Source: an optimization exercise on an open RTL-to-GDS flow (aim: small area and a short achievable clock period). Production flows keep margins and buffers that such runs may drop. RTL that was checked went through simulation tests only; none was proved equivalent to the original. Power figures rest on the tool's default switching activity, not on a simulated workload.

==> flow/design.v <==
`timescale 1ns / 1ps
module RISCuva0 ( clk, reset,
                  progAddress, progData, progReset,
                  dataIn, dataOut,
                  portAddress, portRead, portWrite,
                  intReq, intAck );
    input        clk, reset;
    output [9:0] progAddress;
    input [13:0] progData;
    output       progReset;
    input  [7:0] dataIn;
    output [7:0] dataOut;
    output [7:0] portAddress;
    output       portRead;
    output       portWrite;
    input        intReq;
    output       intAck;
    wire [1:0] opA = progData[13:12];
    wire [1:0] opB = progData[11:10];
    wire [1:0] opC = progData[9:8];
    wire [3:0] rM  = progData[7:4];
    wire [3:0] rN  = progData[3:0];
    wire [9:0] immAddr = progData[9:0];
    wire [7:0] immData = progData[11:4];
    wire MISC = (opA == 2'b00);
    wire JP   = (opA == 2'b01);
    wire LOAD = (opA == 2'b10);
    wire ALU  = (opA == 2'b11);
    wire rets    = MISC & (opB == 2'b10);
    wire onRet   = rets & ~opC[1];               
    wire isRETI  = rets & (opC == 2'b01);
    wire isDI    = rets & (opC == 2'b10);
    wire isEI    = rets & (opC == 2'b11);
    wire isCALL  = MISC & (opB == 2'b00);
    wire writeRF = opA[1];                       
    logic [7:0]  rf [0:15];
    logic [11:0] stackMem [0:15];
    logic [3:0]  SP;
    logic [9:0]  PC;
    logic [7:0]  nextPort;
    logic        zeroFlag, carryFlag;
    logic        userEI, intAckR, callingIRQ;
    wire [7:0] busN, busM;
    RISCuva0_mux16 #(8) muxN (.sel(rN), .d0(rf[0]), .d1(rf[1]), .d2(rf[2]), .d3(rf[3]),
        .d4(rf[4]), .d5(rf[5]), .d6(rf[6]), .d7(rf[7]), .d8(rf[8]), .d9(rf[9]),
        .d10(rf[10]), .d11(rf[11]), .d12(rf[12]), .d13(rf[13]), .d14(rf[14]), .d15(rf[15]), .q(busN));
    RISCuva0_mux16 #(8) muxM (.sel(rM), .d0(rf[0]), .d1(rf[1]), .d2(rf[2]), .d3(rf[3]),
        .d4(rf[4]), .d5(rf[5]), .d6(rf[6]), .d7(rf[7]), .d8(rf[8]), .d9(rf[9]),
        .d10(rf[10]), .d11(rf[11]), .d12(rf[12]), .d13(rf[13]), .d14(rf[14]), .d15(rf[15]), .q(busM));
    assign portRead  = ALU & (opB == 2'b11);
    assign portWrite = MISC & (opB == 2'b11);
    assign dataOut   = busN;
    assign portAddress = (opC == 2'b00) ? busM :
                         (opC == 2'b01) ? nextPort : {3'b111, progData[8:4]};
    assign intAck = intAckR;
    logic [7:0] logicALU;
    logic       logicCarry;
    always_comb
        case (opC)
            2'b00: begin logicALU = busM;           logicCarry = carryFlag; end
            2'b01: begin logicALU = busN ~^ busM;   logicCarry = carryFlag; end
            2'b10: begin logicALU = busN | busM;    logicCarry = 1'b0;      end
            default: begin logicALU = busN & busM;  logicCarry = 1'b1;      end
        endcase
    wire       isSub = opC[1];
    wire [7:0] altM  = isSub ? ~busM : busM;
    wire       cin   = opC[0] ? (isSub ? ~carryFlag : carryFlag) : isSub;
    wire [7:0] hx = busN ^ altM;
    wire [7:0] ho = busN | altM;
    wire [7:0] g0 = busN & altM;
    wire [7:0] p0 = hx;
    wire [7:0] g1, p1, g2, p2, g3, p3;
    assign g1[0] = g0[0];              assign p1[0] = p0[0];
    assign g1[7:1] = g0[7:1] | (p0[7:1] & g0[6:0]);
    assign p1[7:1] = p0[7:1] & p0[6:0];
    assign g2[1:0] = g1[1:0];          assign p2[1:0] = p1[1:0];
    assign g2[7:2] = g1[7:2] | (p1[7:2] & g1[5:0]);
    assign p2[7:2] = p1[7:2] & p1[5:0];
    assign g3[3:0] = g2[3:0];          assign p3[3:0] = p2[3:0];
    assign g3[7:4] = g2[7:4] | (p2[7:4] & g2[3:0]);
    assign p3[7:4] = p2[7:4] & p2[3:0];
    wire [8:1] c = g3 | (p3 & {8{cin}});
    wire [7:0] arithALU   = hx ^ {c[7:1], cin};
    wire       arithCarry = isSub ? ~c[8] : c[8];
    wire       arithZero = ~(hx[0] ^ cin) & ((hx[7:1] ^ ho[6:0]) == 7'b0);
    logic [7:0] shiftALU;
    logic       shiftCarry;
    always_comb
        case (opC)
            2'b00: {shiftALU, shiftCarry} = {busN[7], busN};
            2'b01: {shiftALU, shiftCarry} = {carryFlag, busN};
            2'b10: {shiftALU, shiftCarry} = {busN[0], busN};
            default: {shiftALU, shiftCarry} = {busN[6:0], busN[7], busN[7]};
        endcase
    logic [7:0] otherRes;
    always_comb
        case ({opA[0], opB})
            3'b100:  otherRes = logicALU;
            3'b110:  otherRes = shiftALU;
            3'b111:  otherRes = dataIn;
            default: otherRes = immData;
        endcase
    wire       isArith  = opA[0] & (opB == 2'b01);
    wire [7:0] dataBus  = isArith ? arithALU  : otherRes;
    wire       dataZero = isArith ? arithZero : (otherRes == 8'h00);
    always @(posedge clk)
        for (int i = 0; i < 16; i++)
            if (reset && i < 2)
                rf[i] <= (i == 1) ? 8'd1 : 8'd0;
            else if (~reset && writeRF && rN == i)
                rf[i] <= dataBus;
    always @(posedge clk)
        if (reset)
            nextPort <= 8'd0;
        else if (portRead | portWrite)
            nextPort <= portAddress + 8'd1;
    wire mayIRQ   = ~(rets | portWrite | portRead);
    wire validIRQ = intReq & ~intAckR & userEI & mayIRQ;
    always @(posedge clk) begin
        if (reset)     userEI <= 1'b0;
        else if (isDI) userEI <= 1'b0;
        else if (isEI) userEI <= 1'b1;
        if (reset)         intAckR <= 1'b0;
        else if (validIRQ) intAckR <= 1'b1;
        else if (isRETI)   intAckR <= 1'b0;
        if (reset) callingIRQ <= 1'b0;
        else       callingIRQ <= validIRQ;
    end
    wire [3:0]  SPp1     = SP + 4'd1;
    wire [11:0] stackTop;
    RISCuva0_mux16 #(12) muxS (.sel(SP), .d0(stackMem[0]), .d1(stackMem[1]), .d2(stackMem[2]),
        .d3(stackMem[3]), .d4(stackMem[4]), .d5(stackMem[5]), .d6(stackMem[6]), .d7(stackMem[7]),
        .d8(stackMem[8]), .d9(stackMem[9]), .d10(stackMem[10]), .d11(stackMem[11]),
        .d12(stackMem[12]), .d13(stackMem[13]), .d14(stackMem[14]), .d15(stackMem[15]), .q(stackTop));
    always @(posedge clk)
        if (isRETI)
            {carryFlag, zeroFlag} <= stackTop[11:10];
        else begin
            if (writeRF)
                zeroFlag <= dataZero;
            if (ALU & (opB != 2'b11))
                carryFlag <= (opB == 2'b00) ? logicCarry :
                             (opB == 2'b10) ? shiftCarry : arithCarry;
        end
    logic validFlag;
    always_comb
        case (opB)
            2'b00: validFlag =  zeroFlag;
            2'b01: validFlag = ~zeroFlag;
            2'b10: validFlag =  carryFlag;
            default: validFlag = ~carryFlag;
        endcase
    wire       onJump = (MISC & ~opB[1]) | (JP & validFlag);
    wire [9:0] incrPC = callingIRQ ? PC : PC + 10'd1;
    wire [9:0] nextPC = onJump ? {immAddr[9:1], immAddr[0] | callingIRQ} :
                        onRet  ? stackTop[9:0] : incrPC;
    always @(posedge clk)
        if (reset) PC <= 10'd0;
        else       PC <= nextPC;
    assign progAddress = nextPC;
    assign progReset   = reset | validIRQ;
    always @(posedge clk)
        if (reset)       SP <= 4'd15;
        else if (isCALL) SP <= SPp1;
        else if (onRet)  SP <= SP - 4'd1;
    always @(posedge clk)
        if (isCALL)
            stackMem[SPp1] <= {carryFlag, zeroFlag, incrPC};
endmodule
module RISCuva0_mux16 #(parameter W = 8) (
    input  [3:0]   sel,
    input  [W-1:0] d0, d1, d2, d3, d4, d5, d6, d7, d8, d9, d10, d11, d12, d13, d14, d15,
    output [W-1:0] q);
    wire [W-1:0] a = sel[1] ? (sel[0] ? d3  : d2)  : (sel[0] ? d1  : d0);
    wire [W-1:0] b = sel[1] ? (sel[0] ? d7  : d6)  : (sel[0] ? d5  : d4);
    wire [W-1:0] c = sel[1] ? (sel[0] ? d11 : d10) : (sel[0] ? d9  : d8);
    wire [W-1:0] d = sel[1] ? (sel[0] ? d15 : d14) : (sel[0] ? d13 : d12);
    assign q = sel[3] ? (sel[2] ? d : c) : (sel[2] ? b : a);
endmodule
==> flow/config.mk <==
export PLATFORM = sky130hd
export DESIGN_NAME = RISCuva0
export DESIGN_NICKNAME = RISCuva0
export VERILOG_FILES = /design/flow/design.v
export SDC_FILE = /design/flow/constraint.sdc
export NUM_CORES = 4
export LEC_CHECK = 0
export CAP_MARGIN = 20
export CORE_MARGIN = 2
export CORE_UTILIZATION = 50
export CTS_BUF_LIST = sky130_fd_sc_hd__clkbuf_8
export CTS_CLUSTER_DIAMETER = 50
export CTS_CLUSTER_SIZE = 16
export SETUP_SLACK_MARGIN = 2.5
export SLEW_MARGIN = 20
==> flow/constraint.sdc <==
create_clock -name core_clock -period 7.0 [get_ports {clk}]
set_input_delay 1.4000 -clock core_clock [delete_from_list [all_inputs] [get_ports {clk}]]
set_output_delay 1.4000 -clock core_clock [all_outputs]
set_load 0.01 [all_outputs]
standard.sh (not shown) runs the stock make flow with config.mk's settings and CLKGATE_MAP_FILE= SYNTH_SCRIPT=/design/flow/synth_recipe.tcl, a recipe that flattens the netlist after the stock synthesis.
==> flow/flow/run.sh <==
#!/bin/bash
# Standard layout, except that the ports get plain buffers of a chosen size
# (inputs and outputs separately) instead of the delay cells buffer_ports
# picks by default.
set -euo pipefail
here=$(pwd)
res=$here/orfs/results/sky130hd/RISCuva0/base
bash standard.sh synth floorplan > standard_floorplan.log 2>&1
cat > buffer_ports.tcl <<EOT
read_liberty \$::env(FLOW_HOME)/platforms/sky130hd/lib/sky130_fd_sc_hd__tt_025C_1v80.lib
read_db $res/2_floorplan.odb
read_sdc $res/2_floorplan.sdc
remove_buffers
buffer_ports -inputs -buffer_cell sky130_fd_sc_hd__buf_4
buffer_ports -outputs -buffer_cell sky130_fd_sc_hd__buf_2
write_db $res/2_floorplan.odb
EOT
openroad -no_init -exit buffer_ports.tcl > buffer_ports.log 2>&1
bash standard.sh DONT_BUFFER_PORTS=1 finish > standard_finish.log 2>&1
The starting point completed without violations.
Next try:
==> flow/flow/run.sh (replaced) <==
#!/bin/bash
# The standard layout, with plain buf_2 cells as the port buffers instead of
# the delay cells that buffer_ports picks by default. Each tool's output is
# in standard.log and orfs/logs/.
set -euo pipefail
bash standard.sh "BUFFER_PORTS_ARGS=-buffer_cell sky130_fd_sc_hd__buf_2" finish > standard.log 2>&1
SETUP_SLACK_MARGIN = 2.8   (was 2.5)
After rerunning: Via count rose by 10%; hold slack got worse by 15 ps; power rose by 6.4%; cell area rose by 12%; setup slack got worse by 170 ps; non-clock buffer count rose by 160; final cell count rose by 10%; synthesized area stays the same; flip-flop and latch count stays the same.
Next try:
==> flow/flow/run.sh (replaced) <==
#!/bin/bash
# Standard layout, except that the ports get plain buffers of a chosen size
# (inputs and outputs separately) instead of the delay cells buffer_ports
# picks by default.
set -euo pipefail
here=$(pwd)
res=$here/orfs/results/sky130hd/RISCuva0/base
bash standard.sh synth floorplan > standard_floorplan.log 2>&1
cat > buffer_ports.tcl <<EOT
read_liberty \$::env(FLOW_HOME)/platforms/sky130hd/lib/sky130_fd_sc_hd__tt_025C_1v80.lib
read_db $res/2_floorplan.odb
read_sdc $res/2_floorplan.sdc
remove_buffers
buffer_ports -inputs -buffer_cell sky130_fd_sc_hd__buf_4
buffer_ports -outputs -buffer_cell sky130_fd_sc_hd__buf_2
write_db $res/2_floorplan.odb
EOT
openroad -no_init -exit buffer_ports.tcl > buffer_ports.log 2>&1
bash standard.sh DONT_BUFFER_PORTS=1 finish > standard_finish.log 2>&1
SETUP_SLACK_MARGIN = 2.0   (was 2.8)
What happened: Worst hold slack is better by 15 ps. Global-route usage is lower by 2.5 points. Clock-buffer cell count is lower by 3. Final area is lower by 12%.
Next try:
ABC_AREA = 1   (was unset)
=> The changed run completed without violations; wire length rose by a quarter to a third; worst setup slack is worse by 200 ps; hold slack is worse by 7.7 ps; global-route usage rose by 4.8 points; power rose by a few percent; final cell count rose by well over a third; design area rose by a few percent; clock-buffer cell count rose by 4; clock power rose by roughly a tenth.
Next try:
==> flow/flow/run.sh (replaced) <==
#!/bin/bash
# The standard layout, with plain buf_2 cells as the port buffers instead of
# the delay cells that buffer_ports picks by default. Each tool's output is
# in standard.log and orfs/logs/.
set -euo pipefail
bash standard.sh "BUFFER_PORTS_ARGS=-buffer_cell sky130_fd_sc_hd__buf_2" finish > standard.log 2>&1
ABC_AREA = unset   (was 1)
SETUP_SLACK_MARGIN = 2.5   (was 2.0)
Outcome:
- The new run went through all stages and came out clean
- count of clock-buffer cells in the layout is higher by 1
- synthesized cell count is lower by well over a third
- routed wire length is lower by roughly a tenth
- first-iteration DRC count is higher by a few percent
- global-route usage is lower by 2.8 points
- final cell count is lower by a quarter to a third
- worst setup slack gains 300 ps
- hold slack hardly moves
- total power is higher by a few percent
- clock power stays flat


## job 1448
RISCuva0, a different RTL version from the one above (not shown whole).
For scale: about 350 flip-flops, roughly 55 I/O pins.
clock: 7.0 ns
lec_check: 0
abc_area: 1
cap_margin: 20
core_margin: 2
core_utilization: 50
cts_buf_list: sky130_fd_sc_hd__clkbuf_4 sky130_fd_sc_hd__clkbuf_8
cts_cluster_size: 20
setup_slack_margin: 2.0
slew_margin: 20
==> flow/flow/run.sh <==
#!/bin/bash
# Standard layout, with plain buffers on the ports instead of the delay cells
# buffer_ports picks by default.
set -euo pipefail
bash standard.sh "BUFFER_PORTS_ARGS=-buffer_cell sky130_fd_sc_hd__buf_1" finish > standard.log 2>&1
What job 8505 does differently from job 1448 at the input level:
==> flow/run.sh (new file) <==
#!/bin/bash
# synth_recipe.tcl (not shown) runs the flow's synth.tcl, then flattens the netlist and writes it again
# the make line also repeats each setting of config.mk as NAME=value (left out here)
make -C /OpenROAD-flow-scripts/flow DESIGN_CONFIG=/design/flow/config.mk WORK_HOME=/design/flow/orfs CLKGATE_MAP_FILE= SYNTH_SCRIPT=/design/flow/synth_recipe.tcl finish
--- a/flow/config.mk
+++ b/flow/config.mk
@@ -8 +7,0 @@
-export ABC_AREA = 1
@@ -11,4 +10,2 @@
-export CORE_UTILIZATION = 50
-export CTS_BUF_LIST = sky130_fd_sc_hd__clkbuf_4 sky130_fd_sc_hd__clkbuf_8
-export CTS_CLUSTER_SIZE = 20
-export SETUP_SLACK_MARGIN = 2.0
+export CORE_UTILIZATION = 40
+export SETUP_SLACK_MARGIN = 2.6
removed: flow/flow/run.sh
removed: flow/standard.sh
Findings:
Every stage of the flow completed for job 8505, and the final layout passed the timing, DRC and antenna checks. Taking job 1448 as the reference point, the via-per-instance ratio of job 8505 rises by 9.8%. In job 8505 the xor and xnor fraction of the mapped netlist area turned out 0.67 points higher than in job 1448. For job 1448, the worst setup path endpoint was dataOut[6], unlike job 8505, where it was portAddress[2]. Changes observed in job 8505 relative to job 1448: buffers plus inverters on the worst setup path decreased 2; layout clock buffer count decreased 43; number of tap cells inserted increased 137; area of the core increased 0.0096 mm²; setup slack increased 0.32 ns. When job 8505 is measured against job 1448, its combinational fraction of design power turns out 6.1 points higher. On post-cts resize count: between job 8505 and job 1448, it ends up higher for job 8505.
Input-level comparison between job 6496 and job 8505:
==> flow/flow/run.sh (new file) <==
#!/bin/bash
# Standard layout, with plain buffers on the ports instead of the delay cells
# buffer_ports picks by default.
set -euo pipefail
bash standard.sh "BUFFER_PORTS_ARGS=-buffer_cell sky130_fd_sc_hd__buf_1" finish > standard.log 2>&1
==> flow/standard.sh (new file) <==
#!/bin/bash
# synth_recipe.tcl (not shown) runs the flow's synth.tcl, then flattens the netlist and writes it again
# the make line also repeats each setting of config.mk as NAME=value (left out here)
make -C /OpenROAD-flow-scripts/flow DESIGN_CONFIG=/design/flow/config.mk WORK_HOME=/design/flow/orfs CLKGATE_MAP_FILE= SYNTH_SCRIPT=/design/flow/synth_recipe.tcl "${@:-finish}"
--- a/flow/config.mk
+++ b/flow/config.mk
@@ -7,0 +8 @@
+export ABC_AREA = 1
@@ -10,2 +11,2 @@
-export CORE_UTILIZATION = 40
-export SETUP_SLACK_MARGIN = 2.6
+export CORE_UTILIZATION = 50
+export SETUP_SLACK_MARGIN = 2.0
removed: flow/run.sh
- Row clock network fraction of design power: job 6496 higher / job 8505 lower
- Cell area delta (job 6496 − job 8505): favourable
- On portion of total power attributed to combinational logic: job 6496 sits below job 8505.
- Between job 6496 and job 8505, it is job 6496 whose proportion of total power due to net switching is lower, by 1.4 points.
Function was not checked in any run of this note: the RTL went through the layout flow alone.

==> static timing again, ports no longer ideal <==
In the flow no input, the clock included, has a driving cell. The finished layouts below were timed again as built, in two steps. Step 1: set_driving_cell puts a clkbuf_16 on clk and a buf_2 on each other input, an assumption about the parent block. Step 2 adds t to the input delays and takes it off the output delays; t is the mean of the earliest and latest rising clock arrival at the registers after step 1. Input paths then give back, and output paths get back, about the clock's delay inside the block. a / b / c = ideal / step 1 / step 2; a / b = the first two.
run | shift t [ns] | setup slack, ns | latest minus earliest clock arrival (ns) | max-slew violations | max-capacitance violations
the first run of note 1 | 0.634 | 2.550 / 1.545 / 1.033 | 0.040 / 0.040 | 0 / 0 | 0 / 0
the second run of note 1 | 0.616 | 2.377 / 2.149 / 1.678 | 0.036 / 0.036 | 0 / 0 | 0 / 0
the third run of note 1 | 0.599 | 2.304 / 1.605 / 1.005 | 0.030 / 0.031 | 0 / 0 | 0 / 0
the fourth run of note 1 | 0.623 | 2.108 / 0.362 / -0.120 | 0.032 / 0.032 | 0 / 104 | 0 / 1
the fifth run of note 1 | 0.622 | 2.404 / 2.223 / 1.789 | 0.046 / 0.046 | 0 / 0 | 0 / 0
job 1448 | 0.698 | 2.061 / 2.037 / 1.710 | 0.017 / 0.017 | 0 / 0 | 0 / 0
job 8505 | 0.607 | 2.385 / 2.108 / 1.684 | 0.036 / 0.036 | 0 / 0 | 0 / 0
job 6496 | 0.581 | 1.898 / 1.875 / 1.627 | 0.015 / 0.015 | 0 / 0 | 0 / 0
With both steps, setup timing fails in the fourth run of note 1, where it was met with ideal ports. The drivers bring new slew violations in the fourth run of note 1. With drivers on, capacitance violations rise in the fourth run of note 1. The setup slack of the fourth run of note 1, which loses most, moves by -1.746 ns with the drivers and by -2.228 ns with both steps.
